This design comes from an exercise in tuning for small area and a short achievable clock period on the open sky130 flow, not from production work. At most, simulation tests tie the RTL to the original design; equivalence was not proved. For run 7, only the layout was checked, not whether the RTL still works. Power is estimated from default activity; no workload was simulated.

$ cat flow/config.mk
export PLATFORM = sky130hd
export DESIGN_NAME = vga_controller
export DESIGN_NICKNAME = vga_controller
export VERILOG_FILES = /design/flow/design.v
export SDC_FILE = /design/flow/constraint.sdc
export NUM_CORES = 4
export LEC_CHECK = 0
export CAP_MARGIN = 20
export CORE_MARGIN = 2
export CORE_UTILIZATION = 60
export SLEW_MARGIN = 20
$ cat flow/constraint.sdc
create_clock -name core_clock -period 10.0 [get_ports {clk_148MHz}]
set_input_delay 2.0000 -clock core_clock [delete_from_list [all_inputs] [get_ports {clk_148MHz}]]
set_output_delay 2.0000 -clock core_clock [all_outputs]
set_load 0.01 [all_outputs]
$ cat flow/design.v
`timescale 1ns / 1ps
module vga_controller(
    input clk_148MHz,
    input reset,
    input [11:0] sw,
    input btnU,
    input btnD,
    input btnR,
    input btnL,
    output hsync,
    output vsync,
    output video_on,
    output reg [11:0] h_count_reg,
    output [11:0] v_count_reg,
    output [3:0] vgaRed,
    output [3:0] vgaGreen,
    output [3:0] vgaBlue
);
    function lt12;
        input [11:0] x;
        input [11:0] k;
        integer i;
        reg r;
        begin
            r = 1'b0;
            for (i = 0; i < 12; i = i + 1)
                r = k[i] ? (~x[i] | r) : (~x[i] & r);
            lt12 = r;
        end
    endfunction
    reg [10:0] v;           
    reg [9:0]  lfsr;        
    reg [10:0] ch;          
    reg [9:0]  cv;          
    reg [9:0]  ya;          
    reg        ys;          
    reg        r3, g3, b3;
    wire [11:0] h = h_count_reg;
    assign v_count_reg = {1'b0, v};
    wire h_end  = h[11] & h[7] & h[4] & h[3];              
    wire v_end  = v[10] & v[6] & v[5] & v[2] & v[0];       
    wire f_end  = h_end & v_end;
    wire move   = (lfsr == 10'b0101100100);
    wire [11:0] h_inc = h + 12'd1;
    wire [11:0] h_n = h_inc & ~({12{h_end}} & 12'b100010011001);
    wire [10:0] v_inc = v + 11'd1;
    wire [10:0] v_n = h_end ? (v_inc & ~({11{v_end}} & 11'b10001100110)) : v;
    always @(posedge clk_148MHz or posedge reset) begin
        if (reset) begin
            h_count_reg <= 12'd0;
            v <= 11'd0;
        end else begin
            h_count_reg <= h_n;
            v <= v_n;
        end
    end
    always @(posedge clk_148MHz or posedge reset) begin
        if (reset)
            lfsr <= 10'd0;
        else if (sw[2]) begin
            if (move)
                lfsr <= 10'd0;
            else
                lfsr <= {lfsr[8:0], ~(lfsr[9] ^ lfsr[6])};
        end
    end
    wire ch_lo  = lt12({1'b0, ch}, 12'd101);                        
    wire ch_hi  = ~lt12({1'b0, ch}, 12'd1820);
    wire ch_bar = ~lt12({1'b0, ch}, 12'd1300) & lt12({1'b0, ch}, 12'd1701);
    wire cv_lo  = lt12({2'b0, cv}, 12'd101);                        
    wire cv_hi  = ~lt12({2'b0, cv}, 12'd980);
    wire cv_gap = ~lt12({2'b0, cv}, 12'd701) & lt12({2'b0, cv}, 12'd750);
    wire coll = ch_lo | ch_hi | cv_lo | cv_hi | (ch_bar & ~cv_gap);
    wire go_home = sw[2] & coll;
    wire step    = sw[2] & ~coll & move;
    wire up      = step & btnU;              
    wire down    = step & ~btnU & btnD;      
    wire left    = step & btnL;              
    wire right   = step & ~btnL & btnR;      
    function [10:0] ones11;
        input [10:0] x;
        integer i;
        begin
            ones11[0] = 1'b1;
            for (i = 1; i < 11; i = i + 1)
                ones11[i] = ones11[i-1] & x[i-1];
        end
    endfunction
    wire [10:0] ch_1 = ones11(ch);
    wire [10:0] ch_0 = ones11(~ch);
    wire [9:0]  cv_1 = ones11({1'b0, cv});
    wire [9:0]  cv_0 = ones11({1'b0, ~cv});
    wire [9:0]  cv_n = go_home ? 10'd540 : cv ^ (({10{down}} & cv_1) | ({10{up}} & cv_0));
    wire [10:0] ch_n = go_home ? 11'd960 : ch ^ (({11{right}} & ch_1) | ({11{left}} & ch_0));
    wire [9:0]  ya_1 = ones11({1'b0, ya});
    wire [9:0]  ya_0 = ones11({1'b0, ~ya});
    wire [9:0]  yv_a = ya ^ ({10{h_end}} & (ys ? ya_0 : ya_1));
    wire        yv_s = ys & ~(h_end & (ya == 10'd1));
    wire [9:0]  yv_1 = ones11({1'b0, yv_a});
    wire [9:0]  yv_0 = ones11({1'b0, ~yv_a});
    wire        yv_z = (yv_a == 10'd0);
    wire        yv_o = (yv_a == 10'd1);
    wire        mag_inc = (up & ~yv_s) | (down & (yv_s | yv_z));
    wire        mag_dec = (up & yv_s) | (down & ~yv_s & ~yv_z);
    wire [9:0]  st_a = yv_a ^ (({10{mag_inc}} & yv_1) | ({10{mag_dec}} & yv_0));
    wire        st_s = up ? (yv_s & ~yv_o) : down ? (yv_s | yv_z) : yv_s;
    wire [11:0] dh = {1'b0, v_n} - 12'd540;
    wire [9:0]  hm_a = dh[11] ? 10'd540 - v_n[9:0] : dh[9:0];
    wire [9:0]  ya_n = f_end ? cv_n : go_home ? hm_a : st_a;
    wire        ys_n = f_end ? 1'b1 : go_home ? dh[11] : st_s;
    always @(posedge clk_148MHz or posedge reset) begin
        if (reset) begin
            ch <= 11'd960;
            cv <= 10'd540;
            ya <= 10'd540;              
            ys <= 1'b1;
        end else begin
            ch <= ch_n;
            cv <= cv_n;
            ya <= ya_n;
            ys <= ys_n;
        end
    end
    wire vis = lt12(h, 12'd1920) & lt12({1'b0, v}, 12'd1080);
    wire [11:0] s = {1'b0, h[10:0]} + ~{1'b0, ch};
    wire [10:0] mx = s[10:0] ^ {11{s[11]}};    
    wire [6:0]  ay = ya[6:0];
    reg  [6:0]  wtab;
    always @* begin
        case (ay)
            7'd0  : wtab = 7'd100;
            7'd1  : wtab = 7'd99;
            7'd2  : wtab = 7'd99;
            7'd3  : wtab = 7'd99;
            7'd4  : wtab = 7'd99;
            7'd5  : wtab = 7'd99;
            7'd6  : wtab = 7'd99;
            7'd7  : wtab = 7'd99;
            7'd8  : wtab = 7'd99;
            7'd9  : wtab = 7'd99;
            7'd10 : wtab = 7'd99;
            7'd11 : wtab = 7'd99;
            7'd12 : wtab = 7'd99;
            7'd13 : wtab = 7'd99;
            7'd14 : wtab = 7'd99;
            7'd15 : wtab = 7'd98;
            7'd16 : wtab = 7'd98;
            7'd17 : wtab = 7'd98;
            7'd18 : wtab = 7'd98;
            7'd19 : wtab = 7'd98;
            7'd20 : wtab = 7'd97;
            7'd21 : wtab = 7'd97;
            7'd22 : wtab = 7'd97;
            7'd23 : wtab = 7'd97;
            7'd24 : wtab = 7'd97;
            7'd25 : wtab = 7'd96;
            7'd26 : wtab = 7'd96;
            7'd27 : wtab = 7'd96;
            7'd28 : wtab = 7'd96;
            7'd29 : wtab = 7'd95;
            7'd30 : wtab = 7'd95;
            7'd31 : wtab = 7'd95;
            7'd32 : wtab = 7'd94;
            7'd33 : wtab = 7'd94;
            7'd34 : wtab = 7'd94;
            7'd35 : wtab = 7'd93;
            7'd36 : wtab = 7'd93;
            7'd37 : wtab = 7'd92;
            7'd38 : wtab = 7'd92;
            7'd39 : wtab = 7'd92;
            7'd40 : wtab = 7'd91;
            7'd41 : wtab = 7'd91;
            7'd42 : wtab = 7'd90;
            7'd43 : wtab = 7'd90;
            7'd44 : wtab = 7'd89;
            7'd45 : wtab = 7'd89;
            7'd46 : wtab = 7'd88;
            7'd47 : wtab = 7'd88;
            7'd48 : wtab = 7'd87;
            7'd49 : wtab = 7'd87;
            7'd50 : wtab = 7'd86;
            7'd51 : wtab = 7'd86;
            7'd52 : wtab = 7'd85;
            7'd53 : wtab = 7'd84;
            7'd54 : wtab = 7'd84;
            7'd55 : wtab = 7'd83;
            7'd56 : wtab = 7'd82;
            7'd57 : wtab = 7'd82;
            7'd58 : wtab = 7'd81;
            7'd59 : wtab = 7'd80;
            7'd60 : wtab = 7'd80;
            7'd61 : wtab = 7'd79;
            7'd62 : wtab = 7'd78;
            7'd63 : wtab = 7'd77;
            7'd64 : wtab = 7'd76;
            7'd65 : wtab = 7'd75;
            7'd66 : wtab = 7'd75;
            7'd67 : wtab = 7'd74;
            7'd68 : wtab = 7'd73;
            7'd69 : wtab = 7'd72;
            7'd70 : wtab = 7'd71;
            7'd71 : wtab = 7'd70;
            7'd72 : wtab = 7'd69;
            7'd73 : wtab = 7'd68;
            7'd74 : wtab = 7'd67;
            7'd75 : wtab = 7'd66;
            7'd76 : wtab = 7'd64;
            7'd77 : wtab = 7'd63;
            7'd78 : wtab = 7'd62;
            7'd79 : wtab = 7'd61;
            7'd80 : wtab = 7'd60;
            7'd81 : wtab = 7'd58;
            7'd82 : wtab = 7'd57;
            7'd83 : wtab = 7'd55;
            7'd84 : wtab = 7'd54;
            7'd85 : wtab = 7'd52;
            7'd86 : wtab = 7'd51;
            7'd87 : wtab = 7'd49;
            7'd88 : wtab = 7'd47;
            7'd89 : wtab = 7'd45;
            7'd90 : wtab = 7'd43;
            7'd91 : wtab = 7'd41;
            7'd92 : wtab = 7'd39;
            7'd93 : wtab = 7'd36;
            7'd94 : wtab = 7'd34;
            7'd95 : wtab = 7'd31;
            7'd96 : wtab = 7'd28;
            7'd97 : wtab = 7'd24;
            7'd98 : wtab = 7'd19;
            7'd99 : wtab = 7'd14;
            7'd100: wtab = 7'd0;
            default: wtab = 7'bx;
        endcase
    end
    wire neary = lt12({2'd0, ya}, 12'd101);
    wire nearx = (mx[10:7] == 4'd0);
    wire cmpx  = s[11] ? (mx[6:0] <= wtab) : (mx[6:0] < wtab);
    wire in_circ = nearx & neary & cmpx;
    wire left3  = s[11] & ~lt12({5'd0, mx[6:0]}, 12'd35);    
    wire right3 = ~s[11] & ~lt12({5'd0, mx[6:0]}, 12'd31);   
    wire bar = ~lt12(h, 12'd1400) & lt12(h, 12'd1601) &
               (lt12({1'b0, v}, 12'd601) | ~lt12({1'b0, v}, 12'd850));
    localparam [2:0] C_BLACK  = 3'b000,
                     C_BLUE   = 3'b001,
                     C_YELLOW = 3'b110,
                     C_RED    = 3'b100,
                     C_BAR    = 3'b011,
                     C_WHITE  = 3'b111,
                     C_PURPLE = 3'b101;
    reg [2:0] col_n;
    always @* begin
        if (!vis)
            col_n = C_BLACK;
        else if (sw[0])
            col_n = lt12(h, 12'd640) ? C_BLUE : lt12(h, 12'd1280) ? C_YELLOW : C_RED;
        else if (sw[1])
            col_n = lt12({1'b0, v}, 12'd360) ? C_BLACK : lt12({1'b0, v}, 12'd720) ? C_RED : C_YELLOW;
        else if (sw[2]) begin
            if (in_circ)
                col_n = left3 ? C_BLUE : right3 ? C_RED : C_YELLOW;
            else if (bar)
                col_n = C_BAR;
            else
                col_n = C_WHITE;
        end else
            col_n = C_PURPLE;
    end
    always @(posedge clk_148MHz or posedge reset) begin
        if (reset)
            {r3, g3, b3} <= 3'b000;
        else
            {r3, g3, b3} <= col_n;
    end
    wire r2 = r3 | (g3 & b3);
    wire g2 = r3 & g3;
    wire g1 = r3 & b3;
    wire b1 = b3 & ~(r3 ^ g3);
    wire b0 = b3 & (~r3 | g3);
    assign vgaRed   = {r3, r2, r2, r3};
    assign vgaGreen = {g3, g2, g1, g1};
    assign vgaBlue  = {b3, b3, b1, b0};
    assign hsync    = ~lt12(h, 12'd2008) & lt12(h, 12'd2053);
    assign vsync    = ~lt12({1'b0, v}, 12'd1084) & lt12({1'b0, v}, 12'd1090);
    assign video_on = vis;
endmodule
$ cat flow/flow/run.sh
#!/bin/bash
# Standard ORFS layout; smaller port buffers, a smaller clock tree without dummy loads,
# and a timing-repair margin of 6 ns (the SDC is unchanged).
bash standard.sh SETUP_SLACK_MARGIN=6 \
  "BUFFER_PORTS_ARGS=-buffer_cell sky130_fd_sc_hd__buf_2" \
  "CTS_ARGS=-sink_clustering_enable -repair_clock_nets -dont_use_dummy_load -buf_list sky130_fd_sc_hd__clkbuf_8 -sink_clustering_size 30" \
  finish > standard_run.log 2>&1
$ cat flow/standard.sh
#!/bin/bash
# synth_recipe.tcl (not shown) runs the flow's synth.tcl, then flattens the netlist and writes it again
# the make line also repeats each setting of config.mk as NAME=value (left out here)
make -C /OpenROAD-flow-scripts/flow DESIGN_CONFIG=/design/flow/config.mk WORK_HOME=/design/flow/orfs CLKGATE_MAP_FILE= SYNTH_SCRIPT=/design/flow/synth_recipe.tcl "${@:-finish}"
==> qor.tcl, run 1 <==
set qor(timing.critical_path.fanout_max) 5
set qor(antenna_found_initial) 0
set qor(total_switching_power_w) 0.000318
set qor(clock_skew_ns) 0.0210
set qor(worst_path_max_delay_cell) {sky130_fd_sc_hd__or4_4}
set qor(detailroute.via_count) 6375
set qor(drv_slew) 0
set qor(setup_ws_ns) 5.86
set qor(synth_enable_flop_cells) 0
set qor(peak_supply_drop_mv) 0.131
set qor(nFillCells) 919
set qor(postSynthCellCount) 839
set qor(yosys_register_bits) 68
set qor(fmax_mhz) 241
set qor(wire_length_per_cell_um) 17.9
set qor(cts-buffers-inserted) 9
set qor(max_reg_flops) 12
set qor(timing.setup.tns_ns) 0
set qor(max_slew.worst_pin.slew_ns) 0.967
set qor(portbufs) 46
set qor(worst-endpoint-arrival_ns) 4.43
set qor(max-clock-path-buffers) 2
set qor(place_congestion) 0.955
set qor(multi_input_area_mm2) 0.00463
set qor(cell_pwr_density_mw_per_mm2) 116
set qor(io-pin-count) 57
set qor(clock_tree.htree_level_count) 3
set qor(yosys.area.top_type) {sky130_fd_sc_hd__dfrtp_1}
set qor(routed_wl_um) 17800
set qor(clk-insertion-delay-late_ns) 0.38
set qor(setup_viol) 0
set qor(internal_dissipation_w) 0.000521
set qor(sequential_cell_area_mm2) 0.00173
set qor(post-route-drc-count) 0
set qor(postRouteAntennaNets) 0
set qor(post_place_setup_slack_ns) 5.38
set qor(syn_area_mm2) 0.00659
set qor(floorplan.die.width_um) 109
set qor(timing.max_cap.violations) 0
set qor(insertedDiodeCount) 0
set qor(final_layout_size_suffix_gt1_frac) 0.180
set qor(clockRootBuffer) {sky130_fd_sc_hd__clkbuf_8}
set qor(post_synth_num_cell_types) 79
set qor(seq_area_frac_synth) 0.261
set qor(timing_hold_violations_final) 0
set qor(dp.final_hpwl_um) 12600
set qor(syn_area_per_cell_um2) 7.85
set qor(power_frac_comb) 0.351
set qor(cts_tree) {yes}
set qor(cp_slowest_stage_delay_ns) 0.44
set qor(synth_largest_type_area_fraction) 0.209
set qor(grt_usage) 0.308
set qor(power_leakage_nw) 2.94
set qor(number_of_global_route_vias_before_repair) 5937
set qor(clk_transition_reported_paths_ns) 0.08
set qor(timing.critical_path.from_type) {register}
set qor(largest_net_degree_at_the_start_of_global_routing) 69
set qor(yosysWarnings) 1
set qor(synth.top_cells.by_area) {sky130_fd_sc_hd__dfrtp_1 (21%), sky130_fd_sc_hd__xnor2_1 (7.7%), sky130_fd_sc_hd__ha_1 (6.5%)}
set qor(core.rowCount) 38
set qor(critPathKind) {register to register}
set qor(final_nets) 909
set qor(post-route-period-util) 0.414
set qor(hold_fix_buffer_count_after_cts) 0
set qor(switching_share) 0.379
set qor(timing.critical_path.required_ns) 10.28
set qor(synth-async-reset-ratio) 1.00
set qor(outcome) {no timing/DRC/antenna violations}
set qor(syn_nets) 892
set qor(initial_utilization) 0.610
set qor(drt_first_pass_iters) 7
set qor(min-delay-path-class) {register to register}
set qor(flow.area_growth_from_synthesis_pct) 9.88
set qor(worstPathCellList) {inv_4 > ha_4 > a211oi_2 > nor2_2 > or4_4 > a2111oi_4 > o31ai_4 > buf_6 > buf_6 > xnor2_2 > ha_2 > a21o_1 > a21o_1 > a211oi_2 > o21bai_1 > or4_4 > a21oi_4 > mux2i_1}
set qor(design.die.area_mm2) 0.0118
set qor(p_seq_frac) 0.436
set qor(final.min_clock_period_ns) 4.14
set qor(grt.overflow.total) 0
set qor(power.share.clock) 0.213
set qor(core_mm2) 0.0108
set qor(rsz0062_at_grt) {yes}
set qor(dominantRegCellSynth) {sky130_fd_sc_hd__dfrtp_1}
set qor(headroom_to_the_max_slew_limit) 0.350
set qor(die_h_um) 109
set qor(grt_first_pass_wirelength_um) 28600
set qor(drtIter0Drc) 598
set qor(timing.critical_path.to_type) {register}
set qor(clock_sink_count) 68
set qor(via_per_inst) 6.41
-- final timing paths --
| path | start | to | slack [ns] | cells past startpoint |
|---|---|---|---|---|
| setup / recovery | ch[1] | r3 | 5.86 | 18 |
| setup reg to reg | ch[1] | r3 | 5.86 | 18 |
| min in group asynchronous | reset | ya[0] | 1.89 | 3 |
| hold reg to reg | lfsr[5] | lfsr[6] | 0.49 | 1 |
| hold / removal | lfsr[5] | lfsr[6] | 0.49 | 1 |
| max in group asynchronous | reset | h_count_reg[2] | 7.48 | 3 |
-- worst max-delay path: cells and delay by family, from the launching register on --
family / cells / cell delay (ns)
AND/OR/NAND/NOR: 3 / 0.96
XOR/XNOR: 1 / 0.13
adder cells (fa/ha/maj): 2 / 0.38
flip-flops: 1 / 0.43
multiplexers: 1 / 0.20
buffers and inverters: 3 / 0.36
AO/OA/AOI/OAI: 8 / 1.59
-- power by group through the flow --
stage | Combinational (W) | Sequential [W] | Clock (W)
after detailed placement | 0.000272 | 0.000369 | 0
after floorplan | 0.000246 | 0.000331 | 0
final | 0.000294 | 0.000366 | 0.000179
after CTS | 0.000282 | 0.000364 | 0.000183
after global routing | 0.000322 | 0.000372 | 0.000193
after global placement | 0.000262 | 0.000366 | 0
-- stage by stage --
step                       util  instance area, µm²  power, W  hold slack (ns)  cells
after CTS                 0.663                7150  0.000828            0.493    992
after global placement    0.630                6800  0.000629            0.485    966
after floorplan               -                6640  0.000577            0.472    839
after detailed placement  0.630                6800  0.000641            0.495    966
after global routing      0.671                7240  0.000887            0.513    994
final                     0.671                7240  0.000839            0.490    994
-- cells in the mapped netlist (all sizes together), types with 11 or more instances --
| master | number |
|---|---|
| nor2b | 11 |
| a211oi | 17 |
| nand3 | 30 |
| mux2i | 12 |
| xor2 | 18 |
| buf | 21 |
| o21ai | 46 |
| nor3 | 19 |
| nand4 | 14 |
| nor2 | 76 |
| nand2 | 68 |
| ha | 34 |
| dfstp | 13 |
| clkbuf | 44 |
| a21oi | 61 |
| or3 | 21 |
| a31oi | 11 |
| xnor2 | 58 |
| inv | 38 |
| dfrtp | 55 |
-- final cells by class --
| class | count | share of cell area |
|---|---|---|
| inverter | 40 | 0.0211 |
| tap | 140 | 0.0242 |
| clock buffer | 9 | 0.0171 |
| multi-input combinational | 666 | 0.640 |
| timing repair buffer | 71 | 0.0591 |
| sequential | 68 | 0.239 |
-- cells in the final DEF, fill, tap and decap left out, drive strengths merged, types with 18 or more instances in the layout --
| cell type | instances |
|---|---|
| or3 | 21 |
| buf | 71 |
| nor2 | 76 |
| a21oi | 61 |
| nor3 | 19 |
| nand3 | 30 |
| xnor2 | 58 |
| inv | 38 |
| nand2 | 68 |
| dfrtp | 55 |
| o21ai | 46 |
| ha | 34 |
| xor2 | 18 |
-- layer usage --
metal,part of all wire,up-vias,GRT usage
li1,-,3072,-
met1,0.44,3042,0.405
met2,0.47,224,0.503
met3,0.058,37,0.0389
met4,0.032,0,0.141
met5,0,-,0
-- kinds of logic (layout without fill, tap and decap cells) --
kind of cell               Yosys count  after routing  synth area share
adders and majority gates           35             35            0.0676
and+or+nand+nor                    302            302             0.234
xor gates and xnor gates            76             76             0.101
other                                1              1          0.000569
buffers and inverters              105            120            0.0678
DFF                                 68             68             0.261
muxes                               20             20            0.0319
AOI/OAI and AO/OA                  232            232             0.236
-- repair_timing --
action | in CTS | in global routing
setup endpoints to repair | 5 | 6
setup buffers | 17 | 2
resized for setup | 26 | 11
pin swaps | 6 | 2
==> run 2: changes to the inputs <==
--- a/flow/config.mk
+++ b/flow/config.mk
@@ -6,6 +6,7 @@
 export NUM_CORES = 4
 export LEC_CHECK = 0
+export ABC_AREA = 1
 export CAP_MARGIN = 20
 export CORE_MARGIN = 2
-export CORE_UTILIZATION = 60
+export CORE_UTILIZATION = 75
 export SLEW_MARGIN = 20
==> run 2 against run 1 <==
Effect of this change: final cell count grew 24%; register-to-register slack gained 0.42 ns; largest cell class unchanged; synthesized cell count up 30%; wire length increased by 4.7%; critical endpoint is now video_on; non-clock buffer count down 19; still clean.
==> qor.tcl, run 2 <==
set qor(outcome) {no timing/DRC/antenna violations}
set qor(post-route-drc-count) 0 ;# unchanged
set qor(timing.critical_path.from_type) {register}
set qor(portbufs) 46 ;# unchanged
set qor(cell_pwr_density_mw_per_mm2) 124 ;# +6.8%
set qor(timing.critical_path.required_ns) 8.00 ;# -2.28 ns
set qor(timing.critical_path.buf_inv) 3 ;# unchanged
set qor(syn_area_per_cell_um2) 6.39 ;# -19%
set qor(synth.top_cells.by_area) {sky130_fd_sc_hd__dfrtp_1 (20%), sky130_fd_sc_hd__nand2_1 (14%), sky130_fd_sc_hd__inv_1 (8.7%)}
set qor(sequential_cell_area_mm2) 0.00172 ;# -0.29%
set qor(clockRootBuffer) {sky130_fd_sc_hd__clkbuf_8}
set qor(detailroute.via_count) 7424 ;# +16%
set qor(synth_enable_flop_cells) 0 ;# unchanged
set qor(worst-r2r-setup-slack_ns) 6.28 ;# +0.42 ns
set qor(yosysMostFrequentCell) {sky130_fd_sc_hd__nand2_1}
set qor(floorplan.die.width_um) 100 ;# -7.8%
set qor(hold_slack_ns) 0.501 ;# +0.0107 ns
set qor(seq_area_frac_synth) 0.247 ;# -0.0139
set qor(reg2reg_from) {ch[2]}
set qor(max_reg_flops) 12 ;# unchanged
set qor(max-clock-path-buffers) 2 ;# unchanged
set qor(yosys_register_bits) 68 ;# unchanged
set qor(yosysWarnings) 1 ;# unchanged
set qor(flow.area_growth_from_synthesis_pct) 6.35
set qor(power_leakage_nw) 3.99 ;# +36%
set qor(nFillCells) 696 ;# -24%
set qor(postLayoutCellArea_mm2) 0.00740 ;# +2.2%
set qor(final_nets) 1173 ;# +29%
set qor(core_mm2) 0.00911 ;# -16%
set qor(syn_area_mm2) 0.00696 ;# +5.6%
set qor(hold_fix_buffer_count_after_cts) 0 ;# unchanged
set qor(dominantRegCellSynth) {sky130_fd_sc_hd__dfrtp_1}
set qor(timing.critical_path.fanout_max) 5 ;# unchanged
set qor(clk_transition_reported_paths_ns) 0.09 ;# about the same
set qor(rsz0062_at_grt) {yes}
set qor(design.die.area_mm2) 0.0101 ;# -15%
set qor(wire_length_per_cell_um) 15.1 ;# -15%
set qor(timing.setup.tns_ns) 0 ;# unchanged
set qor(io-pin-count) 57 ;# unchanged
set qor(timing.max_cap.violations) 0 ;# unchanged
set qor(core.rowCount) 35 ;# -7.9%
set qor(routed_wl_um) 18600 ;# +4.7%
set qor(clock_sink_count) 68 ;# unchanged
set qor(insertedDiodeCount) 0 ;# unchanged
set qor(place_congestion) 0.981 ;# +2.7%
set qor(worst_path_dominant_cell_family) {simple AND/OR/NAND/NOR gates}
set qor(post_synth_num_cell_types) 58 ;# -27%
set qor(min-delay-path-class) {register to register}
set qor(number_of_global_route_vias_before_repair) 6686 ;# +13%
set qor(min_delay_worst_endpoint) {lfsr[6]}
set qor(post-route-period-util) 0.387 ;# -0.0272
set qor(worstPathCellList) {nand2_1 > inv_1 > nand2_1 > nand2_1 > o21ai_0 > nand3_1 > inv_1 > buf_2}
set qor(mostFrequentLayoutCell) {sky130_fd_sc_hd__nand2_1}
set qor(most-common-layout-cells) {sky130_fd_sc_hd__nand2_1 (264), sky130_fd_sc_hd__inv_1 (160), sky130_fd_sc_hd__nor2_1 (107)}
set qor(synth_largest_type_area_fraction) 0.198 ;# -0.0111
set qor(timing.critical_path.to_type) {output pin}
set qor(min_delay_path_depth) 2 ;# +1
set qor(cp_slowest_stage_delay_ns) 0.44 ;# about the same
set qor(drtIter0Drc) 767 ;# +28%
set qor(clk-insertion-delay-late_ns) 0.37 ;# about the same
set qor(multi_input_area_mm2) 0.00449 ;# -3.1%
set qor(cts-buffers-inserted) 9 ;# unchanged
set qor(worst_path_most_repeated_cell) {sky130_fd_sc_hd__nand2_1}
set qor(via_per_inst) 6.04 ;# -5.8%
set qor(final_layout_size_suffix_gt1_frac) 0.120 ;# -0.0605
set qor(largest_net_degree_at_the_start_of_global_routing) 69 ;# unchanged
set qor(grt_usage) 0.380 ;# +0.0724
set qor(yosys.area.top_type) {sky130_fd_sc_hd__dfrtp_1}
set qor(worst_path_max_delay_cell) {sky130_fd_sc_hd__dfrtp_2}
set qor(synth.cells.most_frequent) {sky130_fd_sc_hd__nand2_1 (265), sky130_fd_sc_hd__inv_1 (161), sky130_fd_sc_hd__nor2_1 (110)}
set qor(cts_tree) {yes}
set qor(postSynthCellCount) 1089 ;# +30%
set qor(r2r-end) {b3}
set qor(die_h_um) 100 ;# -7.8%
set qor(placed_cell_area_mm2) 0.00714 ;# +5.0%
set qor(synth-async-reset-ratio) 1.00 ;# unchanged
set qor(postRouteAntennaNets) 0 ;# unchanged
set qor(dp.final_hpwl_um) 13700 ;# +8.7%
set qor(syn_nets) 1142 ;# +28%
set qor(min-delay-start) {lfsr[5]}
set qor(grt.overflow.total) 0 ;# unchanged
set qor(drt_first_pass_iters) 6 ;# -1
set qor(worst-endpoint-arrival_ns) 1.87 ;# -2.56 ns
set qor(antenna_found_initial) 0 ;# unchanged
set qor(initial_utilization) 0.764 ;# +0.153
set qor(critPathKind) {register to output pin}
set qor(drv_slew) 0 ;# unchanged
set qor(max_slew.worst_pin.slew_ns) 0.899 ;# -0.0680 ns
set qor(clock_skew_ns) 0.0282 ;# +0.00718 ns
set qor(timing.reg2reg.worst_path_depth) 20 ;# +2
set qor(final.min_clock_period_ns) 3.87 ;# -0.272 ns
set qor(peak_supply_drop_mv) 0.0913 ;# -30%
set qor(critical_path_cell_count) 8 ;# -10
set qor(setup_viol) 0 ;# unchanged
set qor(fmax_mhz) 258 ;# +7.0%
set qor(clock_tree.htree_level_count) 3 ;# unchanged
set qor(grt_first_pass_wirelength_um) 30800 ;# +7.6%
set qor(timing_hold_violations_final) 0 ;# unchanged
set qor(headroom_to_the_max_slew_limit) 0.401 ;# +0.0503
-- run 2: changes by cell type after synthesis, sizes merged, moves of 13 or more --
| cell | delta |
|---|---|
| nand4 | +13 |
| o21ai | +20 |
| nand2 | +206 |
| xor2 | +16 |
| a211oi | -15 |
| clkbuf | -33 |
| inv | +129 |
| xnor2 | -51 |
| nand3 | +79 |
| nor2 | +42 |
| or3 | -21 |
-- run 2: cell families after synthesis --
kind of cell	share of synthesized area
compound gates	0.144
xor+xnor	0.0527
fa+ha+maj	0.0640
buf+inv	0.120
flops	0.247
other cells	0.000539
simple gates	0.372
-- run 2: report_power, final --
| group | internal (W) | total, W | switching [W] |
|---|---|---|---|
| Sequential | 0.000310 | 0.000364 | 0.0000537 |
| Combinational | 0.000125 | 0.000366 | 0.000241 |
| Clock | 0.0000805 | 0.000186 | 0.000105 |
-- run 2: cell type report --
type	instances	area share
flip-flops and latches	68	0.233
clock buffers	9	0.0167
multi-input cells	819	0.607
well taps	111	0.0188
repair buffers	52	0.0375
inverters	170	0.0876
-- run 2: worst min-delay path, stage by stage, from the launching register on --
cell and delay [ns]:
sky130_fd_sc_hd__dfrtp_1 0.35, sky130_fd_sc_hd__a31oi_1 0.08, sky130_fd_sc_hd__inv_1 0.04
-- run 2: worst max-delay path by stage --
stage | startpoint | to | slack [ns]
2_1_floorplan | sw[2] | ya[4] | 6.27
6_report | v[4] | video_on | 6.13
3_3_place_gp | sw[2] | ya[1] | 4.89
3_5_place_dp | sw[2] | ya[3] | 4.92
5_1_grt | ch[6] | b3 | 5.93
4_1_cts | sw[2] | ya[6] | 6.00
-- run 2: metal layers --
| layer | GRT usage | wire length, µm | vias up |
|---|---|---|---|
| met3 | 0.0662 | 1710 | 66 |
| met1 | 0.504 | 7730 | 3351 |
| met5 | 0 | 0 | - |
| met4 | 0.152 | 576 | 0 |
| li1 | - | - | 3612 |
| met2 | 0.618 | 8600 | 395 |
-- run 2: repair_timing --
item / CTS / global route
setup endpoints to repair: 28 / 13
pin swaps: 0 / 1
gates resized for setup: 7 / 20
buffers inserted: 0 / 5
-- run 2: stage by stage --
step           cells  power (W)  setup WS [ns]  utilization
2_1_floorplan   1089   0.000637           6.27            -
3_3_place_gp    1215   0.000707           4.89        0.784
3_5_place_dp    1215   0.000714           4.92        0.784
4_1_cts         1224   0.000897           6.00        0.799
5_1_grt         1229   0.000977           5.93        0.812
6_report        1229   0.000915           6.13        0.812
==> run 3: changes to the inputs <==
--- a/flow/config.mk
+++ b/flow/config.mk
@@ -9,4 +9,5 @@
 export CAP_MARGIN = 20
 export CORE_MARGIN = 2
-export CORE_UTILIZATION = 75
+export CORE_UTILIZATION = 85
+export PLACE_DENSITY = 0.9
 export SLEW_MARGIN = 20
==> run 3 against run 2 <==
Effect of this change: the flow now stops in global placement without I/O; synthesized cell count is the same; synthesized area unchanged.
==> qor.tcl, run 3 <==
set qor(yosysWarnings) 1 ;# unchanged
set qor(yosysMostFrequentCell) {sky130_fd_sc_hd__nand2_1}
set qor(initial_utilization) 0.886 ;# +0.123
set qor(synth.top_cells.by_area) {sky130_fd_sc_hd__dfrtp_1 (20%), sky130_fd_sc_hd__nand2_1 (14%), sky130_fd_sc_hd__inv_1 (8.7%)}
set qor(core.rowCount) 32 ;# -8.6%
set qor(syn_nets) 1142 ;# unchanged
set qor(synth_enable_flop_cells) 0 ;# unchanged
set qor(floorplan.die.width_um) 94.5 ;# -5.8%
set qor(seq_area_frac_synth) 0.247 ;# unchanged
set qor(post_synth_num_cell_types) 58 ;# unchanged
set qor(yosys.area.top_type) {sky130_fd_sc_hd__dfrtp_1}
set qor(synth-async-reset-ratio) 1.00 ;# unchanged
set qor(postSynthCellCount) 1089 ;# unchanged
set qor(syn_area_per_cell_um2) 6.39 ;# unchanged
set qor(stop_stage) {global placement without I/O}
set qor(synth_largest_type_area_fraction) 0.198 ;# unchanged
set qor(synth.cells.most_frequent) {sky130_fd_sc_hd__nand2_1 (265), sky130_fd_sc_hd__inv_1 (161), sky130_fd_sc_hd__nor2_1 (110)}
set qor(flow.first_error) {[ERROR GPL-0301] Utilization 104.250 % exceeds 100%.}
set qor(outcome) {stopped before the end}
set qor(dominantRegCellSynth) {sky130_fd_sc_hd__dfrtp_1}
set qor(syn_area_mm2) 0.00696 ;# unchanged
set qor(die_h_um) 94.5 ;# -5.8%
set qor(yosys_register_bits) 68 ;# unchanged
-- run 3: cell counts after synthesis --
No cell type changed its count.
-- run 3: cells by family after synthesis --
logic type	Yosys count	synth area share
XOR/XNOR	41	0.0527
flip-flops	68	0.247
AND/OR/NAND/NOR	572	0.372
other	1	0.000539
adder cells (fa/ha/maj)	35	0.0640
buffers and inverters	202	0.120
AO/OA/AOI/OAI	170	0.144
==> run 4: changes to the inputs <==
==> flow/flow/run.sh (replaced) <==
#!/bin/bash
# Standard ORFS layout; smaller port buffers, a smaller clock tree without dummy loads,
# and a timing-repair margin of 6.5 ns (the SDC is unchanged).
bash standard.sh SETUP_SLACK_MARGIN=6.5 \
  "BUFFER_PORTS_ARGS=-buffer_cell sky130_fd_sc_hd__buf_2" \
  "CTS_ARGS=-sink_clustering_enable -repair_clock_nets -dont_use_dummy_load -buf_list sky130_fd_sc_hd__clkbuf_8 -sink_clustering_size 30" \
  finish > standard_run.log 2>&1
--- a/flow/config.mk
+++ b/flow/config.mk
@@ -9,5 +9,4 @@
 export CAP_MARGIN = 20
 export CORE_MARGIN = 2
-export CORE_UTILIZATION = 85
-export PLACE_DENSITY = 0.9
+export CORE_UTILIZATION = 60
 export SLEW_MARGIN = 20
==> run 4 against run 3 <==
Effect of this change: now clean on timing, DRC and antenna; synthesized area unchanged; synthesized cell count unchanged.
==> qor.tcl, run 4 <==
set qor(max-clock-path-buffers) 2
set qor(max_slew.worst_pin.slew_ns) 0.913
set qor(syn_nets) 1142 ;# unchanged
set qor(min_delay_path_depth) 2
set qor(design.die.area_mm2) 0.0125
set qor(drtIter0Drc) 774
set qor(timing.critical_path.fanout_max) 5
set qor(dominantRegCellSynth) {sky130_fd_sc_hd__dfrtp_1}
set qor(number_of_global_route_vias_before_repair) 6574
set qor(reg2reg_from) {ch[8]}
set qor(min-delay-start) {lfsr[5]}
set qor(clk_transition_reported_paths_ns) 0.09
set qor(placed_cell_area_mm2) 0.00720
set qor(cell_pwr_density_mw_per_mm2) 117
set qor(r2r-end) {g3}
set qor(timing.reg2reg.worst_path_depth) 19
set qor(placed_cells_incl_taps) 1248
set qor(timing.max_cap.violations) 0
set qor(seq_area_frac_synth) 0.247 ;# unchanged
set qor(hold_slack_ns) 0.501
set qor(outcome) {no timing/DRC/antenna violations}
set qor(cts-buffers-inserted) 9
set qor(postSynthCellCount) 1089 ;# unchanged
set qor(clock_tree.htree_level_count) 3
set qor(min_delay_worst_endpoint) {lfsr[6]}
set qor(yosysMostFrequentCell) {sky130_fd_sc_hd__nand2_1}
set qor(synth-adder-area-share) 0.0640 ;# unchanged
set qor(area_fraction_in_compound_gates_after_synthesis) 0.144 ;# unchanged
set qor(portbufs) 46
set qor(clk-insertion-delay-late_ns) 0.39
set qor(timing.setup.tns_ns) 0
set qor(worst-r2r-setup-slack_ns) 6.43
set qor(max_reg_flops) 12
set qor(clock_skew_ns) 0.0292
set qor(synth.top_cells.by_area) {sky130_fd_sc_hd__dfrtp_1 (20%), sky130_fd_sc_hd__nand2_1 (14%), sky130_fd_sc_hd__inv_1 (8.7%)}
set qor(nFillCells) 1004
set qor(via_per_inst) 5.75
set qor(drt_first_pass_iters) 7
set qor(post-route-period-util) 0.364
set qor(syn_area_per_cell_um2) 6.39 ;# unchanged
set qor(synth.cells.most_frequent) {sky130_fd_sc_hd__nand2_1 (265), sky130_fd_sc_hd__inv_1 (161), sky130_fd_sc_hd__nor2_1 (110)}
set qor(mostFrequentLayoutCell) {sky130_fd_sc_hd__nand2_1}
set qor(setup_viol) 0
set qor(place_congestion) 0.932
set qor(synth_mux_area_frac) 0 ;# unchanged
set qor(final.min_clock_period_ns) 3.64
set qor(post-route-drc-count) 0
set qor(postRouteAntennaNets) 0
set qor(yosysWarnings) 1 ;# unchanged
set qor(timing.critical_path.required_ns) 8.00
set qor(power_leakage_nw) 4.15
set qor(wire_length_per_cell_um) 15.6
set qor(synth-async-reset-ratio) 1.00 ;# unchanged
set qor(most-common-layout-cells) {sky130_fd_sc_hd__nand2_1 (256), sky130_fd_sc_hd__inv_1 (150), sky130_fd_sc_hd__nand3_1 (104)}
set qor(min-delay-path-class) {register to register}
set qor(clock_sink_count) 68
set qor(synth_enable_flop_cells) 0 ;# unchanged
set qor(timing_hold_violations_final) 0
set qor(final_nets) 1199
set qor(layout.core_utilization) 0.698
set qor(clockRootBuffer) {sky130_fd_sc_hd__clkbuf_8}
set qor(final-instance-count-excl-fill) 1287
set qor(core.rowCount) 39 ;# +22%
set qor(critPathKind) {register to output pin}
set qor(insertedDiodeCount) 0
set qor(worst-endpoint-arrival_ns) 1.64
set qor(area_share_of_and_or_nand_nor_cells_after_synthesis) 0.372 ;# unchanged
set qor(initial_utilization) 0.612 ;# -0.275
set qor(drv_slew) 0
set qor(headroom_to_the_max_slew_limit) 0.391
set qor(post_synth_num_cell_types) 58 ;# unchanged
set qor(detailroute.via_count) 7405
set qor(io-pin-count) 57
set qor(hold_fix_buffer_count_after_cts) 0
set qor(core_mm2) 0.0114
set qor(rsz0062_at_grt) {yes}
set qor(synth_largest_type_area_fraction) 0.198 ;# unchanged
set qor(antenna_found_initial) 0
set qor(grt_first_pass_wirelength_um) 32100
set qor(fmax_mhz) 275
set qor(timing.critical_path.from_type) {register}
set qor(yosys_register_bits) 68 ;# unchanged
set qor(synth_top_family_by_area) {simple AND/OR/NAND/NOR gates}
set qor(grt.overflow.total) 0
set qor(flow.area_growth_from_synthesis_pct) 14.1
set qor(timing.critical_path.to_type) {output pin}
set qor(cts_tree) {yes}
set qor(yosys.area.top_type) {sky130_fd_sc_hd__dfrtp_1}
set qor(floorplan.die.width_um) 112 ;# +18%
set qor(largest_net_degree_at_the_start_of_global_routing) 69
set qor(grt_usage) 0.312
set qor(final_layout_size_suffix_gt1_frac) 0.190
set qor(peak_supply_drop_mv) 0.0695
set qor(postLayoutCellArea_mm2) 0.00794
set qor(die_h_um) 112 ;# +18%
set qor(synthXorXnorAreaFrac) 0.0527 ;# unchanged
set qor(dp.final_hpwl_um) 14200
set qor(syn_area_mm2) 0.00696 ;# unchanged
set qor(routed_wl_um) 20100
## run 4: cell families (layout without fill, tap and decap cells)
family	Yosys count	in the layout
flip-flops	68	68
AND/OR/NAND/NOR	572	573
adder cells (fa/ha/maj)	35	35
buffers and inverters	202	256
AO/OA/AOI/OAI	170	170
XOR/XNOR	41	41
other	1	1
## run 4: cell type report
cell class	instances	area [µm²]	share of cell area
multi-input combinational	820	4740	0.598
sequential	68	1740	0.219
inverter	170	668	0.0842
timing repair buffer	77	484	0.0610
tap	143	179	0.0225
clock buffer	9	124	0.0156
## run 4: power breakdown
part / switching (W) / internal, W / leakage, nW
Sequential: 0.0000516 / 0.000311 / 0.841
Clock: 0.000105 / 0.0000803 / 0.0647
Combinational: 0.000248 / 0.000133 / 3.25
## run 4: worst max-delay path: stages (launching register included)
cell                        delay, ns
sky130_fd_sc_hd__dfrtp_1         0.48
sky130_fd_sc_hd__nor2_2          0.21
sky130_fd_sc_hd__nand2_1         0.12
sky130_fd_sc_hd__a2111oi_4       0.29
sky130_fd_sc_hd__buf_2           0.18
## run 4: metal layers
layer | vias up | track usage | wire [µm]
met5 | - | 0 | 0
li1 | 3677 | - | -
met2 | 275 | 0.498 | 9490
met4 | 0 | 0.0798 | 388
met3 | 37 | 0.0539 | 1290
met1 | 3416 | 0.442 | 8890
## run 4: through the flow
stage / total power (W) / worst slack [ns]
2_1_floorplan: 0.000638 / 6.51
3_3_place_gp: 0.000719 / 5.66
3_5_place_dp: 0.000720 / 5.71
4_1_cts: 0.000908 / 6.38
5_1_grt: 0.000999 / 6.23
6_report: 0.000929 / 6.36
## run 4: worst max path at each step
stage / endpoint / startpoint / depth (start not counted) / slack (ns)
after floorplan: ya[4] / sw[2] / 14 / 6.51
after global placement: ya[6] / sw[2] / 14 / 5.66
after detailed placement: ya[1] / sw[2] / 8 / 5.71
after CTS: vsync / v[3] / 4 / 6.38
after global routing: b3 / ch[9] / 20 / 6.23
final: vsync / v[5] / 4 / 6.36
## run 4: what timing repair did
item | CTS | global route
resized for setup | 40 | 59
pin swaps | 4 | 19
buffers inserted | 12 | 17
gates cloned | 0 | 1
endpoints found under the setup margin | 35 | 17
==> run 5: changes to the inputs <==
==> flow/flow/run.sh (replaced) <==
#!/bin/bash
# Standard ORFS layout; smaller port buffers, a smaller clock tree without dummy loads,
# and a timing-repair margin of 6 ns (the SDC is unchanged).
bash standard.sh SETUP_SLACK_MARGIN=6 \
  "BUFFER_PORTS_ARGS=-buffer_cell sky130_fd_sc_hd__buf_2" \
  "CTS_ARGS=-sink_clustering_enable -repair_clock_nets -dont_use_dummy_load -buf_list sky130_fd_sc_hd__clkbuf_8 -sink_clustering_size 100 -sink_clustering_max_diameter 500" \
  finish > standard_run.log 2>&1
==> run 5 against run 4 <==
Effect of this change: combinational power fell by 4%; largest cell class unchanged; highest routed layer unchanged; wire length fell by 6.2%; final area fell by 7.0%; maximum frequency fell by 5.0%; first-iteration DRC count fell by 28%.
==> qor.tcl, run 5 <==
set qor(critPathKind) {register to output pin}
set qor(cts-buffers-inserted) 9 ;# unchanged
set qor(portbufs) 46 ;# unchanged
set qor(insertedDiodeCount) 0 ;# unchanged
set qor(synth-async-reset-ratio) 1.00 ;# unchanged
set qor(timing.critical_path.to_type) {output pin}
set qor(postSynthCellCount) 1089 ;# unchanged
set qor(timing_hold_violations_final) 0 ;# unchanged
set qor(synth_largest_type_area_fraction) 0.198 ;# unchanged
set qor(detailroute.via_count) 7127 ;# -3.8%
set qor(initial_utilization) 0.612 ;# unchanged
set qor(nFillCells) 1117 ;# +11%
set qor(multi_input_area_mm2) 0.00447 ;# -5.9%
set qor(timing.reg2reg.worst_path_depth) 18 ;# -1
set qor(core.rowCount) 39 ;# unchanged
set qor(timing.critical_path.fanout_max) 5 ;# unchanged
set qor(wire_length_per_cell_um) 15.0 ;# -3.9%
set qor(most-common-layout-cells) {sky130_fd_sc_hd__nand2_1 (264), sky130_fd_sc_hd__inv_1 (159), sky130_fd_sc_hd__nor2_1 (107)}
set qor(syn_area_per_cell_um2) 6.39 ;# unchanged
set qor(max_slew.worst_pin.slew_ns) 0.930 ;# +0.0167 ns
set qor(grt_first_pass_wirelength_um) 31200 ;# -2.7%
set qor(dominantRegCellSynth) {sky130_fd_sc_hd__dfrtp_1}
set qor(outcome) {no timing/DRC/antenna violations}
set qor(final_layout_size_suffix_gt1_frac) 0.113 ;# -0.0766
set qor(grt.overflow.total) 0 ;# unchanged
set qor(mostFrequentLayoutCell) {sky130_fd_sc_hd__nand2_1}
set qor(post-route-drc-count) 0 ;# unchanged
set qor(timing.critical_path.required_ns) 8.00 ;# about the same
set qor(flow.area_growth_from_synthesis_pct) 6.13
set qor(final.min_clock_period_ns) 3.83 ;# +0.191 ns
set qor(synth.top_cells.by_area) {sky130_fd_sc_hd__dfrtp_1 (20%), sky130_fd_sc_hd__nand2_1 (14%), sky130_fd_sc_hd__inv_1 (8.7%)}
set qor(clock_skew_ns) 0.0205 ;# -0.00871 ns
set qor(floorplan.die.width_um) 112 ;# unchanged
set qor(headroom_to_the_max_slew_limit) 0.380 ;# -0.0111
set qor(design.die.area_mm2) 0.0125 ;# unchanged
set qor(via_per_inst) 5.67 ;# -1.5%
set qor(drtIter0Drc) 558 ;# -28%
set qor(synth_enable_flop_cells) 0 ;# unchanged
set qor(final-instance-count-excl-fill) 1257 ;# -2.3%
set qor(yosys_register_bits) 68 ;# unchanged
set qor(min-delay-path-class) {register to register}
set qor(syn_nets) 1142 ;# unchanged
set qor(clock_tree.htree_level_count) 3 ;# unchanged
set qor(setup_viol) 0 ;# unchanged
set qor(timing.max_cap.violations) 0 ;# unchanged
set qor(synth.cells.most_frequent) {sky130_fd_sc_hd__nand2_1 (265), sky130_fd_sc_hd__inv_1 (161), sky130_fd_sc_hd__nor2_1 (110)}
set qor(clk-insertion-delay-late_ns) 0.38 ;# about the same
set qor(yosysWarnings) 1 ;# unchanged
set qor(clock_sink_count) 68 ;# unchanged
set qor(dp.final_hpwl_um) 14300 ;# +0.57%
set qor(final_nets) 1169 ;# -2.5%
set qor(timing.setup.tns_ns) 0 ;# unchanged
set qor(timing.critical_path.from_type) {register}
set qor(antenna_found_initial) 0 ;# unchanged
set qor(seq_area_frac_synth) 0.247 ;# unchanged
set qor(peak_supply_drop_mv) 0.102 ;# +47%
set qor(routed_wl_um) 18800 ;# -6.2%
set qor(drt_first_pass_iters) 5 ;# -2
set qor(max_reg_flops) 12 ;# unchanged
set qor(yosys.area.top_type) {sky130_fd_sc_hd__dfrtp_1}
set qor(cell_pwr_density_mw_per_mm2) 123 ;# +5.2%
set qor(placed_cells_incl_taps) 1248 ;# unchanged
set qor(grt_usage) 0.307 ;# -0.00538
set qor(syn_area_mm2) 0.00696 ;# unchanged
set qor(worst-endpoint-arrival_ns) 1.83 ;# +0.19 ns
set qor(drv_slew) 0 ;# unchanged
set qor(cts_tree) {yes}
set qor(die_h_um) 112 ;# unchanged
set qor(place_congestion) 0.949 ;# +1.8%
set qor(largest_net_degree_at_the_start_of_global_routing) 69 ;# unchanged
set qor(rsz0062_at_grt) {no}
set qor(postCtsSetupBuffers) 0 ;# -12
set qor(power_leakage_nw) 3.96 ;# -4.5%
set qor(number_of_global_route_vias_before_repair) 6461 ;# -1.7%
set qor(fmax_mhz) 261 ;# -5.0%
set qor(sequential_cell_area_mm2) 0.00172 ;# -1.1%
set qor(clockRootBuffer) {sky130_fd_sc_hd__clkbuf_8}
set qor(io-pin-count) 57 ;# unchanged
set qor(post-route-period-util) 0.383 ;# +0.0191
set qor(yosysMostFrequentCell) {sky130_fd_sc_hd__nand2_1}
set qor(min_delay_path_depth) 2 ;# unchanged
set qor(max-clock-path-buffers) 2 ;# unchanged
set qor(clk_transition_reported_paths_ns) 0.08 ;# about the same
set qor(postRouteAntennaNets) 0 ;# unchanged
set qor(core_mm2) 0.0114 ;# unchanged
set qor(post_synth_num_cell_types) 58 ;# unchanged
[run 5: cell counts after synthesis]
No cell type changed its count.
[run 5: logic make-up after synthesis]
kind of cell | count (synthesis) | share of synthesized area
AND/OR/NAND/NOR | 572 | 0.372
AO/OA/AOI/OAI | 170 | 0.144
XOR/XNOR | 41 | 0.0527
adder cells (fa/ha/maj) | 35 | 0.0640
flip-flops | 68 | 0.247
buffers and inverters | 202 | 0.120
other | 1 | 0.000539
[run 5: per-layer routing]
layer	share of wire	track usage	vias to the layer above
met5	0	0	-
li1	-	-	3624
met3	0.057	0.0539	29
met2	0.45	0.486	224
met4	0.020	0.0947	0
met1	0.47	0.430	3250
[run 5: worst max-delay path, stage by stage (launching register included)]
cell	delay (ns)
sky130_fd_sc_hd__dfrtp_1	0.47
sky130_fd_sc_hd__inv_1	0.14
sky130_fd_sc_hd__nor4_1	0.32
sky130_fd_sc_hd__nand3_1	0.11
sky130_fd_sc_hd__o41ai_1	0.24
sky130_fd_sc_hd__buf_2	0.19
[run 5: what timing repair did]
item,in CTS,in global routing
pin swaps,0,0
hold buffers,0,0
gates resized for setup,7,15
endpoints found under the setup margin,16,11
[run 5: cell type report]
type / instances / share of cell area
clock buffers: 9 / 0.0168
inverters: 170 / 0.0876
multi-input cells: 819 / 0.605
flip-flops and latches: 68 / 0.233
well taps: 143 / 0.0242
repair buffers: 48 / 0.0336
[run 5: path summary, 6_finish.rpt]
kind,from,endpoint,slack [ns]
worst min-delay path,lfsr[5],lfsr[6],0.49
worst max register to register,ch[8],b3,6.38
worst max-delay path,h_count_reg[11],hsync,6.17
min in group asynchronous,reset,b3,1.92
max in group asynchronous,reset,v[4],7.43
worst min register to register,lfsr[5],lfsr[6],0.49
[run 5: metrics by stage]
step	hold slack [ns]	utilization	setup slack (ns)	instance area, µm²	total power (W)
finish	0.494	0.649	6.17	7380	0.000908
CTS	0.497	0.645	6.03	7330	0.000905
floorplan	0.464	-	6.27	6960	0.000637
detailed placement	0.476	0.632	5.24	7190	0.000721
global placement	0.474	0.632	5.23	7190	0.000721
global route	0.532	0.649	6.00	7380	0.000978
[run 5: power breakdown]
part / leakage [nW] / switching (W) / internal, W
combinational: 3.03 / 0.000242 / 0.000124
clock: 0.0647 / 0.000100 / 0.0000802
sequential: 0.864 / 0.0000517 / 0.000310
total: 3.96 / 0.000393 / 0.000515
==> run 6: changes to the inputs <==
==> flow/flow/run.sh (replaced) <==
#!/bin/bash
# Standard ORFS layout; smaller port buffers, a smaller clock tree without dummy loads,
# and a timing-repair margin of 6 ns (the SDC is unchanged).
bash standard.sh SETUP_SLACK_MARGIN=6 \
  "BUFFER_PORTS_ARGS=-buffer_cell sky130_fd_sc_hd__buf_2" \
  "CTS_ARGS=-sink_clustering_enable -repair_clock_nets -dont_use_dummy_load -buf_list sky130_fd_sc_hd__clkbuf_16 -sink_clustering_size 100 -sink_clustering_max_diameter 500" \
  finish > standard_run.log 2>&1
==> run 6 against run 5 <==
Effect of this change: critical endpoint is now vsync; clock power grew 49%; die area unchanged; first-iteration DRC count down 4.7%; via count grew 0.59%; clock skew down 0.0075 ns; sequential power about the same; core utilization rose by 0.87 points; maximum frequency down 0.34%; setup slack lost 0.013 ns; final cell count unchanged.
==> qor.tcl, run 6 <==
set qor(outcome) {no timing/DRC/antenna violations}
set qor(insertedDiodeCount) 0 ;# unchanged
set qor(yosysWarnings) 1 ;# unchanged
set qor(setup_viol) 0 ;# unchanged
set qor(final-instance-count-excl-fill) 1257 ;# unchanged
set qor(setup_ws_ns) 6.15 ;# -0.0130 ns
set qor(syn_area_mm2) 0.00696 ;# unchanged
set qor(synth-async-reset-ratio) 1.00 ;# unchanged
set qor(most-common-layout-cells) {sky130_fd_sc_hd__nand2_1 (264), sky130_fd_sc_hd__inv_1 (159), sky130_fd_sc_hd__nor2_1 (107)}
set qor(clk_transition_reported_paths_ns) 0.06 ;# -0.02 ns
set qor(max_reg_flops) 12 ;# unchanged
set qor(postRouteAntennaNets) 0 ;# unchanged
set qor(io-pin-count) 57 ;# unchanged
set qor(cts_tree) {yes}
set qor(via_per_inst) 5.70 ;# +0.59%
set qor(clk-insertion-delay-late_ns) 0.35 ;# -0.03 ns
set qor(max_slew.worst_pin.slew_ns) 0.946 ;# +0.0158 ns
set qor(initial_utilization) 0.612 ;# unchanged
set qor(post-route-drc-count) 0 ;# unchanged
set qor(final_nets) 1169 ;# unchanged
set qor(yosysMostFrequentCell) {sky130_fd_sc_hd__nand2_1}
set qor(rsz0062_at_grt) {no}
set qor(clock_sink_count) 68 ;# unchanged
set qor(die_h_um) 112 ;# unchanged
set qor(detailroute.via_count) 7169 ;# +0.59%
set qor(core.rowCount) 39 ;# unchanged
set qor(postSynthCellCount) 1089 ;# unchanged
set qor(fmax_mhz) 260 ;# -0.34%
set qor(floorplan.die.width_um) 112 ;# unchanged
set qor(yosys.area.top_type) {sky130_fd_sc_hd__dfrtp_1}
set qor(yosys_register_bits) 68 ;# unchanged
set qor(mostFrequentLayoutCell) {sky130_fd_sc_hd__nand2_1}
set qor(grt.overflow.total) 0 ;# unchanged
set qor(timing.setup.tns_ns) 0 ;# unchanged
set qor(routed_wl_um) 19100 ;# +1.3%
set qor(portbufs) 46 ;# unchanged
set qor(core_mm2) 0.0114 ;# unchanged
set qor(sequential_cell_area_mm2) 0.00172 ;# -0.15%
set qor(wire_length_per_cell_um) 15.2 ;# +1.3%
set qor(drv_slew) 0 ;# unchanged
set qor(headroom_to_the_max_slew_limit) 0.369 ;# -0.0105
set qor(syn_area_per_cell_um2) 6.39 ;# unchanged
set qor(power_leakage_nw) 4.01 ;# +1.3%
set qor(timing.critical_path.from_type) {register}
set qor(dominantRegCellSynth) {sky130_fd_sc_hd__dfrtp_1}
set qor(post_synth_num_cell_types) 58 ;# unchanged
set qor(hold_slack_ns) 0.489 ;# -0.00536 ns
set qor(grt_usage) 0.310 ;# +0.00299
set qor(synth.cells.most_frequent) {sky130_fd_sc_hd__nand2_1 (265), sky130_fd_sc_hd__inv_1 (161), sky130_fd_sc_hd__nor2_1 (110)}
set qor(final_layout_size_suffix_gt1_frac) 0.111 ;# -0.00180
set qor(timing.critical_path.fanout_max) 5 ;# unchanged
set qor(number_of_global_route_vias_before_repair) 6524 ;# +0.98%
set qor(synth.top_cells.by_area) {sky130_fd_sc_hd__dfrtp_1 (20%), sky130_fd_sc_hd__nand2_1 (14%), sky130_fd_sc_hd__inv_1 (8.7%)}
set qor(worst-r2r-setup-slack_ns) 6.39 ;# about the same
set qor(clock_skew_ns) 0.0130 ;# -0.00750 ns
set qor(place_congestion) 0.949 ;# unchanged
set qor(seq_area_frac_synth) 0.247 ;# unchanged
set qor(worst-endpoint-arrival_ns) 1.85 ;# +0.02 ns
set qor(antenna_found_initial) 0 ;# unchanged
set qor(hold_fix_buffer_count_after_cts) 0 ;# unchanged
set qor(post-route-period-util) 0.385 ;# +0.00130
set qor(flow.area_growth_from_synthesis_pct) 7.55
set qor(critPathKind) {register to output pin}
set qor(dp.final_hpwl_um) 14300 ;# unchanged
set qor(drt_first_pass_iters) 5 ;# unchanged
set qor(timing_hold_violations_final) 0 ;# unchanged
set qor(timing.critical_path.required_ns) 8.00 ;# about the same
set qor(synth_enable_flop_cells) 0 ;# unchanged
set qor(nFillCells) 1104 ;# -1.2%
set qor(largest_net_degree_at_the_start_of_global_routing) 69 ;# unchanged
set qor(drtIter0Drc) 532 ;# -4.7%
set qor(placed_cells_incl_taps) 1248 ;# unchanged
set qor(cell_pwr_density_mw_per_mm2) 134 ;# +8.6%
set qor(peak_supply_drop_mv) 0.112 ;# +10%
set qor(timing.max_cap.violations) 0 ;# unchanged
set qor(syn_nets) 1142 ;# unchanged
set qor(cts-buffers-inserted) 9 ;# unchanged
set qor(multi_input_area_mm2) 0.00447 ;# unchanged
set qor(grt_first_pass_wirelength_um) 31500 ;# +1.0%
set qor(timing.critical_path.to_type) {output pin}
set qor(min-delay-path-class) {register to register}
set qor(final.min_clock_period_ns) 3.85 ;# +0.0130 ns
set qor(post_place_setup_slack_ns) 5.24 ;# unchanged
set qor(max-clock-path-buffers) 2 ;# unchanged
set qor(clock_tree.htree_level_count) 3 ;# unchanged
set qor(synth_largest_type_area_fraction) 0.198 ;# unchanged
set qor(clockRootBuffer) {sky130_fd_sc_hd__clkbuf_16}
set qor(design.die.area_mm2) 0.0125 ;# unchanged
run 6: cell types whose count changed in the layout (fill, tap and decap cells not counted):
cell	previous run	this run
sky130_fd_sc_hd__dfrtp_1	53	55
sky130_fd_sc_hd__dfrtp_2	2	0
sky130_fd_sc_hd__clkbuf_8	9	0
sky130_fd_sc_hd__clkbuf_16	0	9
run 6: report_power, final:
part | switching [W] | total [W] | leakage [nW] | internal [W]
combinational | 0.000243 | 0.000368 | 3.03 | 0.000124
clock | 0.000111 | 0.000269 | 0.111 | 0.000157
sequential | 0.0000520 | 0.000363 | 0.868 | 0.000311
run 6: critical path, stage by stage, from the launching register on:
cell and delay (ns):
sky130_fd_sc_hd__dfrtp_1 0.46, sky130_fd_sc_hd__nand2_1 0.09, sky130_fd_sc_hd__inv_1 0.14, sky130_fd_sc_hd__nand2_1 0.13, sky130_fd_sc_hd__nor2_2 0.19, sky130_fd_sc_hd__nor2_1 0.07, sky130_fd_sc_hd__a2111oi_2 0.22, sky130_fd_sc_hd__buf_2 0.20
run 6: worst paths after layout:
| check | from | endpoint | cells past startpoint |
|---|---|---|---|
| setup / recovery | v[3] | vsync | 7 |
| hold / removal | lfsr[5] | lfsr[6] | 2 |
| setup reg to reg | ch[8] | b3 | 18 |
| hold reg to reg | lfsr[5] | lfsr[6] | 2 |
| max in group asynchronous | reset | ch[2] | 3 |
| min in group asynchronous | reset | v[8] | 3 |
run 6: kinds of logic after synthesis:
| group | after synthesis | synth area share |
|---|---|---|
| other | 1 | 0.000539 |
| buffers and inverters | 202 | 0.120 |
| AOI/OAI and AO/OA | 170 | 0.144 |
| adders and majority gates | 35 | 0.0640 |
| DFF | 68 | 0.247 |
| xor gates and xnor gates | 41 | 0.0527 |
| and+or+nand+nor | 572 | 0.372 |
run 6: what timing repair did:
item	4_1_cts	5_1_grt
setup buffers	0	0
endpoints found under the setup margin	18	12
gates resized for setup	6	14
hold endpoints to repair	0	0
run 6: layer usage:
layer | global-route usage | vias up | part of all wire
met5 | 0 | - | 0
li1 | - | 3616 | -
met3 | 0.0506 | 26 | 0.055
met4 | 0.106 | 0 | 0.018
met1 | 0.430 | 3302 | 0.47
met2 | 0.493 | 225 | 0.46
run 6: layout make-up:
type                    count  area share
repair buffers             48      0.0331
clock buffers               9      0.0301
flip-flops and latches     68       0.230
multi-input cells         819       0.597
inverters                 170      0.0865
well taps                 143      0.0239
run 6: per-stage QoR:
step	area, µm²	total power, W	util
after global routing	7480	0.00107	0.658
after global placement	7190	0.000721	0.632
final	7480	0.00100	0.658
after detailed placement	7190	0.000721	0.632
after CTS	7430	0.000994	0.653
after floorplan	6960	0.000637	-
==> run 7: changes to the inputs <==
--- a/flow/design.v
+++ b/flow/design.v
@@ -8,7 +8,7 @@
     input btnR,
     input btnL,
-    output hsync,
-    output vsync,
-    output video_on,
+    output reg hsync,
+    output reg vsync,
+    output reg video_on,
     output reg [11:0] h_count_reg,
     output [11:0] v_count_reg,
@@ -122,5 +122,16 @@
         end
     end
-    wire vis = lt12(h, 12'd1920) & lt12({1'b0, v}, 12'd1080);
+    always @(posedge clk_148MHz or posedge reset) begin
+        if (reset) begin
+            hsync    <= 1'b0;
+            vsync    <= 1'b0;
+            video_on <= 1'b1;
+        end else begin
+            hsync    <= ~lt12(h, 12'd2007) & lt12(h, 12'd2052);
+            vsync    <= h_end ? (~lt12({1'b0, v}, 12'd1083) & lt12({1'b0, v}, 12'd1089)) : vsync;
+            video_on <= (lt12(h, 12'd1919) | h_end) & (h_end ? (lt12({1'b0, v}, 12'd1079) | v_end) : lt12({1'b0, v}, 12'd1080));
+        end
+    end
+    wire vis = video_on;
     wire [11:0] s = {1'b0, h[10:0]} + ~{1'b0, ch};
     wire [10:0] mx = s[10:0] ^ {11{s[11]}};    
@@ -280,6 +291,3 @@
     assign vgaGreen = {g3, g2, g1, g1};
     assign vgaBlue  = {b3, b3, b1, b0};
-    assign hsync    = ~lt12(h, 12'd2008) & lt12(h, 12'd2053);
-    assign vsync    = ~lt12({1'b0, v}, 12'd1084) & lt12({1'b0, v}, 12'd1090);
-    assign video_on = vis;
 endmodule
==> flow/flow/run.sh (replaced) <==
#!/bin/bash
# Standard ORFS layout; smaller port buffers, a smaller clock tree without dummy loads,
# and a timing-repair margin of 6 ns (the SDC is unchanged).
bash standard.sh SETUP_SLACK_MARGIN=6 \
  "BUFFER_PORTS_ARGS=-buffer_cell sky130_fd_sc_hd__buf_2" \
  "CTS_ARGS=-sink_clustering_enable -repair_clock_nets -dont_use_dummy_load -buf_list sky130_fd_sc_hd__clkbuf_8 -sink_clustering_size 30" \
  finish > standard_run.log 2>&1
==> run 7 against run 6 <==
Effect of this change: still clean on timing, DRC and antenna; combinational power decreased by 22%; register-to-register slack worse by 0.11 ns; clock-buffer cell count did not move; global-route usage is essentially flat; first-iteration DRC count increased by 8.6%; die area is 2.1% higher; wire length up 2.6%; clock skew rose by 0.011 ns; largest power group is now sequential cells.
==> qor.tcl, run 7 <==
set qor(portbufs) 46 ;# unchanged
set qor(design.die.area_mm2) 0.0127 ;# +2.1%
set qor(area_fraction_in_compound_gates_after_synthesis) 0.152 ;# +0.00734
set qor(timing.critical_path.required_ns) 10.30 ;# +2.30 ns
set qor(setup_ws_ns) 6.25 ;# +0.0949 ns
set qor(power_leakage_nw) 3.97 ;# -0.99%
set qor(syn_area_mm2) 0.00711 ;# +2.2%
set qor(timing.critical_path.buf_inv) 3 ;# +1
set qor(headroom_to_the_max_slew_limit) 0.317 ;# -0.0525
set qor(timing.critical_path.from_type) {primary input}
set qor(wire_length_per_cell_um) 15.2 ;# +0.43%
set qor(timing.critical_path.fanout_max) 19 ;# +14
set qor(synth_top_family_by_area) {simple AND/OR/NAND/NOR gates}
set qor(critPathKind) {primary input to register}
set qor(worst_path_most_repeated_cell) {sky130_fd_sc_hd__nand3_1}
set qor(place_congestion) 0.937 ;# -1.3%
set qor(via_per_inst) 5.73 ;# +0.52%
set qor(worst-endpoint-arrival_ns) 4.05 ;# +2.20 ns
set qor(grt.overflow.total) 0 ;# unchanged
set qor(post_synth_num_cell_types) 58 ;# unchanged
set qor(final.min_clock_period_ns) 3.75 ;# -0.0949 ns
set qor(global_route.usage.met3) 0.0359 ;# -0.0147
set qor(grtUsageMet1) 0.440 ;# +0.00960
set qor(fmax_mhz) 267 ;# +2.5%
set qor(clock_skew_ns) 0.0240 ;# +0.0110 ns
set qor(yosys.area.top_type) {sky130_fd_sc_hd__dfrtp_1}
set qor(postRouteAntennaNets) 0 ;# unchanged
set qor(timing_hold_violations_final) 0 ;# unchanged
set qor(worstPathCellList) {buf_4 > inv_4 > nor4_2 > nand3_1 > inv_1 > nand3_2 > nor2_4 > nand2_1 > or2_1 > nand3_1 > nand3_1 > nor2_1 > a21oi_1}
set qor(synthXorXnorAreaFrac) 0.0470 ;# -0.00569
set qor(max_reg_flops) 12 ;# unchanged
set qor(outcome) {no timing/DRC/antenna violations}
set qor(mostFrequentLayoutCell) {sky130_fd_sc_hd__nand2_1}
set qor(detailroute.via_count) 7361 ;# +2.7%
set qor(final_layout_size_suffix_gt1_frac) 0.122 ;# +0.0105
set qor(die_h_um) 113 ;# +1.0%
set qor(switching_share) 0.406 ;# -0.00124
set qor(grt_usage) 0.310 ;# -0.000379
set qor(hold_fix_buffer_count_after_cts) 0 ;# unchanged
set qor(rsz0062_at_grt) {yes}
set qor(p_seq_frac) 0.428 ;# +0.065
set qor(yosysMostFrequentCell) {sky130_fd_sc_hd__nand2_1}
set qor(synth-async-reset-ratio) 1.00 ;# unchanged
set qor(largest_net_degree_at_the_start_of_global_routing) 72 ;# +4.3%
set qor(worst_path_dominant_cell_family) {simple AND/OR/NAND/NOR gates}
set qor(synth-adder-area-share) 0.0680 ;# +0.00393
set qor(setup_viol) 0 ;# unchanged
set qor(min-delay-path-class) {register to register}
set qor(cp_slowest_stage_delay_ns) 0.25 ;# -0.21 ns
## run 7: kinds of logic (layout without fill, tap and decap cells)
family | count (synthesis) | in the layout
other | 1 | 1
AOI/OAI and AO/OA | 188 | 188
buffers and inverters | 203 | 229
xor gates and xnor gates | 36 | 36
adders and majority gates | 38 | 38
and+or+nand+nor | 577 | 578
DFF | 71 | 71
## run 7: power by group through the flow
stage	clock network (W)	registers, W	logic, W
after floorplan	0	0.000328	0.000242
after global placement	0	0.000355	0.000275
after detailed placement	0	0.000355	0.000277
after CTS	0.000190	0.000350	0.000278
after global routing	0.000200	0.000355	0.000321
final	0.000184	0.000351	0.000286
## run 7: worst register-to-register path: stages (launching register included)
cell                       delay, ns
sky130_fd_sc_hd__dfstp_2        0.58
sky130_fd_sc_hd__inv_1          0.17
sky130_fd_sc_hd__ha_4           0.34
sky130_fd_sc_hd__inv_1          0.08
sky130_fd_sc_hd__nor3_2         0.27
sky130_fd_sc_hd__nand3_2        0.15
sky130_fd_sc_hd__nand3_4        0.17
sky130_fd_sc_hd__xor2_1         0.21
sky130_fd_sc_hd__inv_1          0.09
sky130_fd_sc_hd__ha_1           0.31
sky130_fd_sc_hd__a21oi_1        0.12
sky130_fd_sc_hd__o21ai_0        0.10
sky130_fd_sc_hd__nand3_1        0.08
sky130_fd_sc_hd__o211ai_1       0.09
sky130_fd_sc_hd__a21oi_1        0.14
sky130_fd_sc_hd__nand4_1        0.17
sky130_fd_sc_hd__inv_1          0.12
sky130_fd_sc_hd__nand2_1        0.10
sky130_fd_sc_hd__o21ai_0        0.17
sky130_fd_sc_hd__a21boi_0       0.13
## run 7: cell type report
cell class / count / area, µm²
clock buffer: 9 / 124
fill: 1090 / 3850
inverter: 170 / 648
multi-input combinational: 841 / 4600
sequential: 71 / 1800
tap: 143 / 179
timing repair buffer: 50 / 263
## run 7: worst paths after layout
path                               to  slack [ns]  cells after the start   from
worst min register to register  vsync        0.50                      1  vsync
min in group asynchronous        v[8]        1.89                      3  reset
worst min-delay path            vsync        0.50                      1  vsync
worst max-delay path            ya[4]        6.25                     13  sw[2]
max in group asynchronous       ch[2]        7.44                      3  reset
worst max register to register     b3        6.28                     19  ch[9]
## run 7: repair_timing
action                                 in CTS  in global routing
gates resized for setup                     6                 21
setup endpoints to repair                  11                 11
gates cloned                                0                  1
setup buffers                               0                  2
pin swaps                                   0                  1
endpoints found under the hold margin       0                  0
## run 7: stage by stage
step                hold slack (ns)  power (W)  instance area (µm²)  instances
floorplan                     0.464   0.000571                 7110       1114
global placement              0.485   0.000630                 7340       1272
detailed placement            0.490   0.000632                 7340       1272
CTS                           0.505   0.000818                 7480       1281
global route                  0.526   0.000876                 7610       1284
finish                        0.504   0.000821                 7610       1284
## run 7: metal layers
layer / vias up / wire, µm
met5: - / 0
met4: 0 / 719
met3: 48 / 924
met2: 245 / 8710
met1: 3360 / 9200
li1: 3708 / -
